From an optimization exercise on the open Yosys and OpenROAD flow, aimed at small area; shortcuts taken in it are not production practice. The RTL was checked by simulation tests, not by an equivalence proof against the original design.

==> inputs of 02-28 <==
## sprite_hit
module sprite_hit (
    input  wire       clk,
    input  wire [9:0] draw_x,
    input  wire [8:0] draw_y,
    input  wire [9:0] enemy_x,    input  wire [8:0] enemy_y,
    input  wire [9:0] player_x,   input  wire [8:0] player_y,
    input  wire [9:0] small_x,    input  wire [8:0] small_y,
    input  wire [9:0] boss_x,     input  wire [8:0] boss_y,
    input  wire [9:0] missile_x,  input  wire [8:0] missile_y,
    input  wire [9:0] pause_x,    input  wire [8:0] pause_y,
    input  wire [9:0] title_x,    input  wire [8:0] title_y,
    input  wire [9:0] expl1_x,    input  wire [8:0] expl1_y,
    input  wire [9:0] expl2_x,    input  wire [8:0] expl2_y,
    input  wire [9:0] expl3_x,    input  wire [8:0] expl3_y,
    input  wire [9:0] win_x,      input  wire [8:0] win_y,
    output wire [10:0] hit
);
    wire [9:0] tx16 = draw_x + 10'd16;
    wire [9:0] tx32 = draw_x + 10'd32;
  ...
Settings: LEC_CHECK=0, CAP_MARGIN=20, CELL_PAD_IN_SITES_DETAIL_PLACEMENT=1, CORE_MARGIN=2, CORE_UTILIZATION=50, GPL_ROUTABILITY_DRIVEN=1, PLACE_DENSITY=0.5, SLEW_MARGIN=20; clock period 10.0 ns.
standard.sh (not shown) runs the stock make flow with config.mk's settings and CLKGATE_MAP_FILE= SYNTH_SCRIPT=/design/flow/synth_recipe.tcl, a recipe that flattens the netlist after the stock synthesis.
==> flow/flow/run.sh <==
#!/bin/bash
# Own layout flow: the standard synthesis; then the combinational logic of
# its netlist is re-mapped for area (the flip-flops are cut out first and put
# back with their names and cell types unchanged); then the standard
# layout, with the port buffers made from sky130_fd_sc_hd__buf_1.
set -euo pipefail
W=$PWD
F=$W/flow
R=$W/orfs/results/$FLOW_PLATFORM/sprite_hit/base
export LIB=$FLOW_HOME/platforms/sky130hd/lib/sky130_fd_sc_hd__tt_025C_1v80.lib
export TOP=$FLOW_TOP
bash standard.sh $R/1_2_yosys.v > $W/1_1_standard_synth.log 2>&1
cp $R/1_2_yosys.v $W/1_2_yosys_std.v
python3 $F/resyn.py cut $W/1_2_yosys_std.v $W/1_3_cut.v $W/1_3_flops.json 'sky130_fd_sc_hd__df\w+' > $W/1_3_cut.log 2>&1
DONT_USE="$(tr '\n' ' ' < $F/dont_use.txt)" IN_V=$W/1_3_cut.v OUT_V=$W/1_4_comb.v ABC_SCRIPT=$F/area.abc \
  yosys -c $F/resyn.tcl > $W/1_4_resyn.log 2>&1
python3 $F/resyn.py join $W/1_4_comb.v $W/1_5_joined.v $W/1_3_flops.json > $W/1_5_join.log 2>&1
IN_V=$W/1_5_joined.v OUT_V=$R/1_2_yosys.v STAT=$W/1_6_stat.txt yosys -c $F/finish.tcl > $W/1_6_finish.log 2>&1
bash standard.sh "BUFFER_PORTS_ARGS=-buffer_cell sky130_fd_sc_hd__buf_1" finish > $W/2_layout.log 2>&1
Other scripts of this flow, unchanged in this note and not shown: flow/flow/area.abc, flow/flow/dont_use.txt, flow/flow/finish.tcl, flow/flow/resyn.py, flow/flow/resyn.tcl
==> 08-16 (differences from 02-28) <==
CELL_PAD_IN_SITES_DETAIL_PLACEMENT = not set   (was 1)
CORE_UTILIZATION = 60   (was 50)
CTS_BUF_LIST = sky130_fd_sc_hd__clkbuf_8   (was not set)
GPL_ROUTABILITY_DRIVEN = not set   (was 1)
PLACE_DENSITY = not set   (was 0.5)
==> comparison table <==
metric                                                                       08-16           02-28
Status                                                    timing/DRC/antenna clean  did not finish
Stage where the flow stopped                                                     -  global routing
Chip width                                                                  163 um          178 um
Die extent in y                                                             163 um          178 um
Minimum setup slack after placement                                        3.61 ns         3.23 ns
H-tree lvl count                                                                 4               4
Mean cell area of the mapped netlist                                      5.76 um2        5.76 um2
Boundary pin count                                                             240             240
Weighted congestion reported at the end of routability-driven placement       1.21            1.14
Post-detail-place hpwl                                                     48.5 mm         69.7 mm
Yosys Warn Count                                                                11              11
TritonCTS Buffers                                                               17              17
CTS Root Buffer Type                                                      clkbuf_8       clkbuf_16
Synthesized cell area                                                    15100 um2       15100 um2
Number of instances in the placed design                                      3200            3263
Net count of the mapped netlist                                               2856            2856
Count of buffers added by post-CTS timing repair for setup                       0               0
Maximum clock insertion buffer count                                             2               2
Starting utilization of the core area                                        0.606           0.509
Port Buf Inserts                                                               239             239
Post-synthesis cell count                                                     2627            2627
Post-cts hold buffer count                                                       0               0
Number of placement rows                                                        58              63
Placed inst area                                                         16500 um2       16600 um2
Post-cts gate resize count                                                       0               0

## re-timing with driven ports
Ports are ideal in the flow. The routed layout listed here was re-timed in OpenROAD.
Step 1 sets driving cells, clkbuf_16 on the clock port and buf_2 on the other inputs (assumed; they add their load-dependent delay and slew).
Step 2 times the ports against the registers' clock, not the clock port: input delays grow and output delays shrink by t, the midpoint of the rising clock arrivals with the driver on.
Slacks: ideal ports / drivers / drivers and shift; pairs: ideal ports / drivers.
run: 08-16
t, ns: 0.534
slack for setup (ns): 3.798 / 3.816 / 3.282
hold WS [ns]: 0.440 / 0.440 / 0.440
After both steps 08-16 still meets setup and hold. The setup slack of 08-16 moves by +0.018 ns with the drivers and by -0.516 ns with both steps.
